Source: an optimization exercise on an open RTL-to-GDS flow (aim: small area, a short achievable clock period and few clock cycles). Production flows keep margins and buffers that such runs may drop. In this exercise RTL edits were held to simulation tests only and were not proved equivalent to the original.

==> trial 70: inputs <==
## mvprod_top
module mvprod_top (
  input  wire       clk,
  input  wire       rst,
  input  wire       in_wr,
  input  wire [7:0] in_data,
  input  wire       start,
  output logic      out_valid,
  output logic [7:0] out_data,
  output logic      out_last
);
clock: 6.0 ns
lec_check: 0
cap_margin: 20
core_margin: 2
core_utilization: 55
cts_cluster_diameter: 60
cts_cluster_size: 30
place_density: 0.65
setup_slack_margin: 2.6
slew_margin: 20
synth_hierarchical: 1
synth_memory_max_bits: 16384
run.sh (not shown) runs the stock make flow with config.mk's settings and CLKGATE_MAP_FILE= SYNTH_SCRIPT=/design/flow/synth_recipe.tcl, a recipe that flattens the netlist after the stock synthesis.
==> inputs of build 92, as changes to trial 70 <==
--- a/flow/design.v
+++ b/flow/design.v
@@ -2495,11 +2495,13 @@
   input  wire clr,
   input  wire [7:0] w,
   input  wire [7:0] x1,
   input  wire [7:0] x2,
   input  wire [7:0] x3,
-  output wire [7:0] nnxt
+  output wire [7:0] nnxt,
+  input  wire [1:0] ncar,
+  output wire [1:0] nco
 );
   wire na0;
   Or2 u1 (.a(nacc[0]), .b(clr), .y(na0));
   wire na1;
   Or2 u2 (.a(nacc[1]), .b(clr), .y(na1));
@@ -2571,68 +2573,74 @@
   wire t5, t6;
   FullAdd u36 (.a(na2), .b(np0_2), .c(np1_0), .s(t5), .co(t6));
   wire t8;
   Xnor2 u37 (.a(t5), .b(t4), .y(nnxt[2]));
   Or2 u38 (.a(t5), .b(t4), .y(t8));
-  wire t9, t10;
-  FullAdd u39 (.a(na3), .b(np0_3), .c(np1_1), .s(t9), .co(t10));
-  wire t12;
-  FullAdd u40 (.a(t6), .b(t9), .c(t8), .s(nnxt[3]), .co(t12));
+  wire t9;
+  FullAdd u39 (.a(na3), .b(np0_3), .c(np1_1), .s(t9), .co(nco[0]));
+  FullAdd u40 (.a(t6), .b(t9), .c(t8), .s(nnxt[3]), .co(nco[1]));
+  wire nc0;
+  Or2 u41 (.a(ncar[0]), .b(clr), .y(nc0));
+  wire nc1;
+  Or2 u42 (.a(ncar[1]), .b(clr), .y(nc1));
   wire t13, t14;
-  FullAdd u41 (.a(na4), .b(np0_4), .c(np1_2), .s(t13), .co(t14));
+  FullAdd u43 (.a(na4), .b(nc0), .c(nc1), .s(t13), .co(t14));
   wire t15, t16;
-  FullAdd u42 (.a(np2_0), .b(t10), .c(t13), .s(t15), .co(t16));
+  FullAdd u44 (.a(np0_4), .b(np1_2), .c(np2_0), .s(t15), .co(t16));
   wire t18;
-  Xnor2 u43 (.a(t15), .b(t12), .y(nnxt[4]));
-  Or2 u44 (.a(t15), .b(t12), .y(t18));
+  Xnor2 u45 (.a(t13), .b(t15), .y(nnxt[4]));
+  Or2 u46 (.a(t13), .b(t15), .y(t18));
   wire t19, t20;
-  FullAdd u45 (.a(na5), .b(np0_5), .c(np1_3), .s(t19), .co(t20));
+  FullAdd u47 (.a(na5), .b(np0_5), .c(np1_3), .s(t19), .co(t20));
   wire t21, t22;
-  FullAdd u46 (.a(np2_1), .b(t14), .c(t19), .s(t21), .co(t22));
+  FullAdd u48 (.a(np2_1), .b(t14), .c(t16), .s(t21), .co(t22));
   wire t24;
-  FullAdd u47 (.a(t16), .b(t21), .c(t18), .s(nnxt[5]), .co(t24));
+  FullAdd u49 (.a(t19), .b(t18), .c(t21), .s(nnxt[5]), .co(t24));
   wire t25, t26;
-  FullAdd u48 (.a(na6), .b(np3_0), .c(np0_6), .s(t25), .co(t26));
+  FullAdd u50 (.a(na6), .b(np3_0), .c(np0_6), .s(t25), .co(t26));
   wire t27, t28;
-  FullAdd u49 (.a(np1_4), .b(np2_2), .c(t20), .s(t27), .co(t28));
+  FullAdd u51 (.a(np1_4), .b(np2_2), .c(t20), .s(t27), .co(t28));
   wire t29, t30;
-  FullAdd u50 (.a(t25), .b(t27), .c(t22), .s(t29), .co(t30));
+  FullAdd u52 (.a(t25), .b(t22), .c(t27), .s(t29), .co(t30));
   wire t32;
-  Xnor2 u51 (.a(t29), .b(t24), .y(nnxt[6]));
-  Or2 u52 (.a(t29), .b(t24), .y(t32));
+  Xnor2 u53 (.a(t24), .b(t29), .y(nnxt[6]));
+  Or2 u54 (.a(t24), .b(t29), .y(t32));
   wire t33;
-  Xor2 u53 (.a(na7), .b(np3_1), .y(t33));
+  Xor2 u55 (.a(na7), .b(np3_1), .y(t33));
   wire t34;
-  Xor2 u54 (.a(np3_2), .b(np0_7), .y(t34));
+  Xor2 u56 (.a(np3_2), .b(np0_7), .y(t34));
   wire t35;
-  Xor2 u55 (.a(np1_5), .b(np2_3), .y(t35));
+  Xor2 u57 (.a(np1_5), .b(np2_3), .y(t35));
   wire t36;
-  Xor2 u56 (.a(t33), .b(t34), .y(t36));
+  Xor2 u58 (.a(t33), .b(t34), .y(t36));
   wire t37;
-  Xor2 u57 (.a(t35), .b(t26), .y(t37));
+  Xor2 u59 (.a(t35), .b(t26), .y(t37));
   wire t38;
-  Xor2 u58 (.a(t36), .b(t37), .y(t38));
+  Xor2 u60 (.a(t36), .b(t37), .y(t38));
   wire t39;
-  Xor2 u59 (.a(t38), .b(t28), .y(t39));
+  Xor2 u61 (.a(t38), .b(t28), .y(t39));
   wire t40;
-  Xor2 u60 (.a(t39), .b(t30), .y(t40));
-  Xnor2 u61 (.a(t40), .b(t32), .y(nnxt[7]));
+  Xor2 u62 (.a(t39), .b(t30), .y(t40));
+  Xnor2 u63 (.a(t40), .b(t32), .y(nnxt[7]));
 endmodule
 `default_nettype wire
 `timescale 1ns / 1ps
 `default_nettype none
-module MVProd (
+module MVProd #(parameter NC = 2) (
   input  wire clr,
   input  wire [7:0] x1,
   input  wire [7:0] x3,
   input  wire [31:0][7:0] w,
   input  wire [31:0][7:0] nacc,
-  output wire [31:0][7:0] nnxt
+  input  wire [31:0][NC-1:0] ncar,
+  output wire [31:0][7:0] nnxt,
+  output wire [31:0][NC-1:0] nco
 );
   wire [7:0] x2 = {x1[6:0], 1'b0};
   for (genvar r = 0; r < 32; r++) begin : g_row
-    MacTree row (.nacc(nacc[r]), .clr(clr), .w(w[r]), .x1(x1), .x2(x2), .x3(x3), .nnxt(nnxt[r]));
+    MacTree row (.nacc(nacc[r]), .ncar(ncar[r]), .clr(clr), .w(w[r]), .x1(x1), .x2(x2), .x3(x3),
+                 .nnxt(nnxt[r]), .nco(nco[r]));
   end
 endmodule
 `default_nettype wire
 `timescale 1ns / 1ps
 `default_nettype none
@@ -2644,19 +2652,29 @@
   input  wire       start,
   output logic      out_valid,
   output logic [7:0] out_data,
   output logic      out_last
 );
+  localparam NC = 2;
+  localparam CUT = 4;
   logic [4:0] wcnt;             
   logic       clr;              
   logic [7:0] x1, x3;           
   logic [31:0][7:0] wcol, w;    
   logic       st;
-  logic [31:0][7:0] nacc;       
-  logic [31:0][7:0] nnxt;
-  logic [31:0][7:0] osh;        
+  logic [31:0][7:0] nacc, nnxt;
+  logic [31:0][NC-1:0] ncar, nco;
+  logic [31:1][NC+7:0] osh;     
+  logic [7:0] osh0;             
   logic [4:0] ocnt;
+  function automatic logic [7:0] row_sum(input logic [NC+7:0] v);
+    logic [7:0] s;
+    s = ~v[7:0];
+    for (integer i = 0; i < NC; i = i + 1)
+      if (!v[8+i]) s = s + (8'd1 << CUT);
+    row_sum = s;
+  endfunction
   WeightROM rom (.col(wcnt), .w(wcol));
   always_ff @(posedge clk) begin
     x1 <= (in_wr && !rst) ? in_data : 8'd0;
     x3 <= (in_wr && !rst) ? in_data + {in_data[6:0], 1'b0} : 8'd0;
     clr <= in_wr && !rst && wcnt == 5'd0;
@@ -2679,14 +2697,16 @@
         out_last <= out_valid && ocnt == 5'd30;
         ocnt <= ocnt + {4'd0, out_valid};
       end
     end
   end
-  MVProd rows (.clr(clr), .x1(x1), .x3(x3), .w(w), .nacc(nacc), .nnxt(nnxt));
+  MVProd #(.NC(NC)) rows (.clr(clr), .x1(x1), .x3(x3), .w(w), .nacc(nacc), .ncar(ncar), .nnxt(nnxt), .nco(nco));
   always_ff @(posedge clk) begin
     nacc <= nnxt;
-    for (int r = 0; r < 32; r++)
-      osh[r] <= st ? nacc[r] : (r == 31 ? nacc[r] : osh[r+1]);
+    ncar <= nco;
+    osh0 <= row_sum(st ? {ncar[0], nacc[0]} : osh[1]);
+    for (int r = 1; r < 32; r++)
+      osh[r] <= st ? {ncar[r], nacc[r]} : (r == 31 ? {ncar[r], nacc[r]} : osh[r+1]);
   end
-  assign out_data = ~osh[0];
+  assign out_data = osh0;
 endmodule
 `default_nettype wire
SETUP_SLACK_MARGIN = 3.2   (was 2.6)
==> inputs of trial 15, as changes to trial 70 <==
--- a/flow/design.v
+++ b/flow/design.v
@@ -2495,11 +2495,13 @@
   input  wire clr,
   input  wire [7:0] w,
   input  wire [7:0] x1,
   input  wire [7:0] x2,
   input  wire [7:0] x3,
-  output wire [7:0] nnxt
+  output wire [7:0] nnxt,
+  input  wire [1:0] ncar,
+  output wire [1:0] nco
 );
   wire na0;
   Or2 u1 (.a(nacc[0]), .b(clr), .y(na0));
   wire na1;
   Or2 u2 (.a(nacc[1]), .b(clr), .y(na1));
@@ -2571,68 +2573,74 @@
   wire t5, t6;
   FullAdd u36 (.a(na2), .b(np0_2), .c(np1_0), .s(t5), .co(t6));
   wire t8;
   Xnor2 u37 (.a(t5), .b(t4), .y(nnxt[2]));
   Or2 u38 (.a(t5), .b(t4), .y(t8));
-  wire t9, t10;
-  FullAdd u39 (.a(na3), .b(np0_3), .c(np1_1), .s(t9), .co(t10));
-  wire t12;
-  FullAdd u40 (.a(t6), .b(t9), .c(t8), .s(nnxt[3]), .co(t12));
+  wire t9;
+  FullAdd u39 (.a(na3), .b(np0_3), .c(np1_1), .s(t9), .co(nco[0]));
+  FullAdd u40 (.a(t6), .b(t9), .c(t8), .s(nnxt[3]), .co(nco[1]));
+  wire nc0;
+  Or2 u41 (.a(ncar[0]), .b(clr), .y(nc0));
+  wire nc1;
+  Or2 u42 (.a(ncar[1]), .b(clr), .y(nc1));
   wire t13, t14;
-  FullAdd u41 (.a(na4), .b(np0_4), .c(np1_2), .s(t13), .co(t14));
+  FullAdd u43 (.a(na4), .b(nc0), .c(nc1), .s(t13), .co(t14));
   wire t15, t16;
-  FullAdd u42 (.a(np2_0), .b(t10), .c(t13), .s(t15), .co(t16));
+  FullAdd u44 (.a(np0_4), .b(np1_2), .c(np2_0), .s(t15), .co(t16));
   wire t18;
-  Xnor2 u43 (.a(t15), .b(t12), .y(nnxt[4]));
-  Or2 u44 (.a(t15), .b(t12), .y(t18));
+  Xnor2 u45 (.a(t13), .b(t15), .y(nnxt[4]));
+  Or2 u46 (.a(t13), .b(t15), .y(t18));
   wire t19, t20;
-  FullAdd u45 (.a(na5), .b(np0_5), .c(np1_3), .s(t19), .co(t20));
+  FullAdd u47 (.a(na5), .b(np0_5), .c(np1_3), .s(t19), .co(t20));
   wire t21, t22;
-  FullAdd u46 (.a(np2_1), .b(t14), .c(t19), .s(t21), .co(t22));
+  FullAdd u48 (.a(np2_1), .b(t14), .c(t16), .s(t21), .co(t22));
   wire t24;
-  FullAdd u47 (.a(t16), .b(t21), .c(t18), .s(nnxt[5]), .co(t24));
+  FullAdd u49 (.a(t19), .b(t18), .c(t21), .s(nnxt[5]), .co(t24));
   wire t25, t26;
-  FullAdd u48 (.a(na6), .b(np3_0), .c(np0_6), .s(t25), .co(t26));
+  FullAdd u50 (.a(na6), .b(np3_0), .c(np0_6), .s(t25), .co(t26));
   wire t27, t28;
-  FullAdd u49 (.a(np1_4), .b(np2_2), .c(t20), .s(t27), .co(t28));
+  FullAdd u51 (.a(np1_4), .b(np2_2), .c(t20), .s(t27), .co(t28));
   wire t29, t30;
-  FullAdd u50 (.a(t25), .b(t27), .c(t22), .s(t29), .co(t30));
+  FullAdd u52 (.a(t25), .b(t22), .c(t27), .s(t29), .co(t30));
   wire t32;
-  Xnor2 u51 (.a(t29), .b(t24), .y(nnxt[6]));
-  Or2 u52 (.a(t29), .b(t24), .y(t32));
+  Xnor2 u53 (.a(t24), .b(t29), .y(nnxt[6]));
+  Or2 u54 (.a(t24), .b(t29), .y(t32));
   wire t33;
-  Xor2 u53 (.a(na7), .b(np3_1), .y(t33));
+  Xor2 u55 (.a(na7), .b(np3_1), .y(t33));
   wire t34;
-  Xor2 u54 (.a(np3_2), .b(np0_7), .y(t34));
+  Xor2 u56 (.a(np3_2), .b(np0_7), .y(t34));
   wire t35;
-  Xor2 u55 (.a(np1_5), .b(np2_3), .y(t35));
+  Xor2 u57 (.a(np1_5), .b(np2_3), .y(t35));
   wire t36;
-  Xor2 u56 (.a(t33), .b(t34), .y(t36));
+  Xor2 u58 (.a(t33), .b(t34), .y(t36));
   wire t37;
-  Xor2 u57 (.a(t35), .b(t26), .y(t37));
+  Xor2 u59 (.a(t35), .b(t26), .y(t37));
   wire t38;
-  Xor2 u58 (.a(t36), .b(t37), .y(t38));
+  Xor2 u60 (.a(t36), .b(t37), .y(t38));
   wire t39;
-  Xor2 u59 (.a(t38), .b(t28), .y(t39));
+  Xor2 u61 (.a(t38), .b(t28), .y(t39));
   wire t40;
-  Xor2 u60 (.a(t39), .b(t30), .y(t40));
-  Xnor2 u61 (.a(t40), .b(t32), .y(nnxt[7]));
+  Xor2 u62 (.a(t39), .b(t30), .y(t40));
+  Xnor2 u63 (.a(t40), .b(t32), .y(nnxt[7]));
 endmodule
 `default_nettype wire
 `timescale 1ns / 1ps
 `default_nettype none
-module MVProd (
+module MVProd #(parameter NC = 2) (
   input  wire clr,
   input  wire [7:0] x1,
   input  wire [7:0] x3,
   input  wire [31:0][7:0] w,
   input  wire [31:0][7:0] nacc,
-  output wire [31:0][7:0] nnxt
+  input  wire [31:0][NC-1:0] ncar,
+  output wire [31:0][7:0] nnxt,
+  output wire [31:0][NC-1:0] nco
 );
   wire [7:0] x2 = {x1[6:0], 1'b0};
   for (genvar r = 0; r < 32; r++) begin : g_row
-    MacTree row (.nacc(nacc[r]), .clr(clr), .w(w[r]), .x1(x1), .x2(x2), .x3(x3), .nnxt(nnxt[r]));
+    MacTree row (.nacc(nacc[r]), .ncar(ncar[r]), .clr(clr), .w(w[r]), .x1(x1), .x2(x2), .x3(x3),
+                 .nnxt(nnxt[r]), .nco(nco[r]));
   end
 endmodule
 `default_nettype wire
 `timescale 1ns / 1ps
 `default_nettype none
@@ -2644,19 +2652,29 @@
   input  wire       start,
   output logic      out_valid,
   output logic [7:0] out_data,
   output logic      out_last
 );
+  localparam NC = 2;
+  localparam CUT = 4;
   logic [4:0] wcnt;             
   logic       clr;              
   logic [7:0] x1, x3;           
   logic [31:0][7:0] wcol, w;    
   logic       st;
-  logic [31:0][7:0] nacc;       
-  logic [31:0][7:0] nnxt;
-  logic [31:0][7:0] osh;        
+  logic [31:0][7:0] nacc, nnxt;
+  logic [31:0][NC-1:0] ncar, nco;
+  logic [31:1][NC+7:0] osh;     
+  logic [7:0] osh0;             
   logic [4:0] ocnt;
+  function automatic logic [7:0] row_sum(input logic [NC+7:0] v);
+    logic [7:0] s;
+    s = ~v[7:0];
+    for (integer i = 0; i < NC; i = i + 1)
+      if (!v[8+i]) s = s + (8'd1 << CUT);
+    row_sum = s;
+  endfunction
   WeightROM rom (.col(wcnt), .w(wcol));
   always_ff @(posedge clk) begin
     x1 <= (in_wr && !rst) ? in_data : 8'd0;
     x3 <= (in_wr && !rst) ? in_data + {in_data[6:0], 1'b0} : 8'd0;
     clr <= in_wr && !rst && wcnt == 5'd0;
@@ -2679,14 +2697,16 @@
         out_last <= out_valid && ocnt == 5'd30;
         ocnt <= ocnt + {4'd0, out_valid};
       end
     end
   end
-  MVProd rows (.clr(clr), .x1(x1), .x3(x3), .w(w), .nacc(nacc), .nnxt(nnxt));
+  MVProd #(.NC(NC)) rows (.clr(clr), .x1(x1), .x3(x3), .w(w), .nacc(nacc), .ncar(ncar), .nnxt(nnxt), .nco(nco));
   always_ff @(posedge clk) begin
     nacc <= nnxt;
-    for (int r = 0; r < 32; r++)
-      osh[r] <= st ? nacc[r] : (r == 31 ? nacc[r] : osh[r+1]);
+    ncar <= nco;
+    osh0 <= row_sum(st ? {ncar[0], nacc[0]} : osh[1]);
+    for (int r = 1; r < 32; r++)
+      osh[r] <= st ? {ncar[r], nacc[r]} : (r == 31 ? {ncar[r], nacc[r]} : osh[r+1]);
   end
-  assign out_data = ~osh[0];
+  assign out_data = osh0;
 endmodule
 `default_nettype wire
CTS_BUF_LIST = sky130_fd_sc_hd__clkbuf_8   (was unset)
CTS_CLUSTER_DIAMETER = 50   (was 60)
CTS_CLUSTER_SIZE = 20   (was 30)
SETUP_SLACK_MARGIN = 2.9   (was 2.6)
==> impl_metrics.toml <==
[power]
combPwrFrac = 0.369
p_sw_mw = 8.75
p_total_mw = 23.9

[final_layout]
signal_buffers = 331
multi_input_area_share = 0.536
fin_nets = 5713
fin_cells = 6634
clock_cell_area_share = 0.0470
layout_common_cells = "dfxtp_1, a222oi_1, nand2_1"

[outcome]
status = "complete, no violations"

[floorplan]
dieArea_um2 = 96600
dieWidth_um = 311

[worst_setup_path]
critPathSlowestCell = "a222oi_1"
crit_chain = "buf_6 -> buf_12 -> buf_16 -> a222oi_1 -> fa_2 -> fa_1 -> fa_1 -> or2_1 -> xnor2_1"
Source of the figures above: build 92

==> impl_metrics.toml <==
[power]
p_sw_mw = 7.95
p_total_mw = 21.8
combPwrFrac = 0.355

[final_layout]
clock_cell_area_share = 0.0409
fin_nets = 5560
signal_buffers = 162
layout_common_cells = "dfxtp_1, a222oi_1, nor2_1"
multi_input_area_share = 0.563
fin_cells = 6494

[worst_setup_path]
crit_chain = "buf_6 -> nor2_1 -> buf_4 -> inv_1 -> nand2_1 -> nand2_1 -> inv_1 -> nor2_1 -> a22oi_2"
critPathSlowestCell = "dfxtp_2"

[floorplan]
dieArea_um2 = 96600

[outcome]
status = "complete, no violations"
Source of the figures above: trial 15

==> impl_metrics.toml <==
[outcome]
status = "complete, no violations"

[floorplan]
dieArea_um2 = 90600
dieWidth_um = 301

[final_layout]
clock_cell_area_share = 0.0483
multi_input_area_share = 0.576
layout_common_cells = "dfxtp_1, a222oi_1, nor2_1"
fin_cells = 6120

[worst_setup_path]
crit_chain = "buf_8 -> buf_16 -> a222oi_1 -> fa_1 -> fa_1 -> or2_1 -> fa_2 -> or2_1 -> xnor2_1"
cp_max_fo = 28
slowest_delay_ns = 0.56
critPathSlowestCell = "a222oi_1"

[power]
combPwrFrac = 0.387
p_sw_mw = 8.14

[worst_hold_path]
whs_path_depth = 0
Source of the figures above: trial 70

Testbench counts of trial 70, summed over its fixed seeds: cycles 6,592.
Testbench counts of build 92, summed over its fixed seeds: cycles 6,592.
Testbench counts of trial 15, summed over its fixed seeds: cycles 6,592.

[afterwards: timing with drivers on the ports]
The flow's constraints put no driver on any port. The routed layouts listed below were extracted and timed again, unchanged, in two steps.
Step 1, drivers: a clkbuf_16 drives clk and a buf_2 each remaining input, both assumed.
Step 2, shift: input delay + t, output delay - t, t = (earliest + latest rising clock arrival at the registers) / 2. This alone moves slack from input paths to output paths.
Three values: no drivers, after step 1, after step 2; two values: the first two.
run	shift t [ns]	setup WS [ns]	hold slack, ns	worst setup path after step 2	clock arrival spread, ns
trial 70	0.723	2.406 / 2.406 / 2.406	0.350 / 0.350 / 0.350	register to register	0.050 / 0.050
build 92	0.773	2.734 / 2.734 / 2.567	0.349 / 0.349 / 0.349	input to register	0.056 / 0.056
trial 15	0.841	2.831 / 2.831 / 2.289	0.339 / 0.339 / 0.339	input to register	0.046 / 0.046
After both steps every run listed still meets setup and hold. The setup slack of trial 15, which loses most, moves by 0.000 ns with the drivers and by -0.542 ns with both steps.
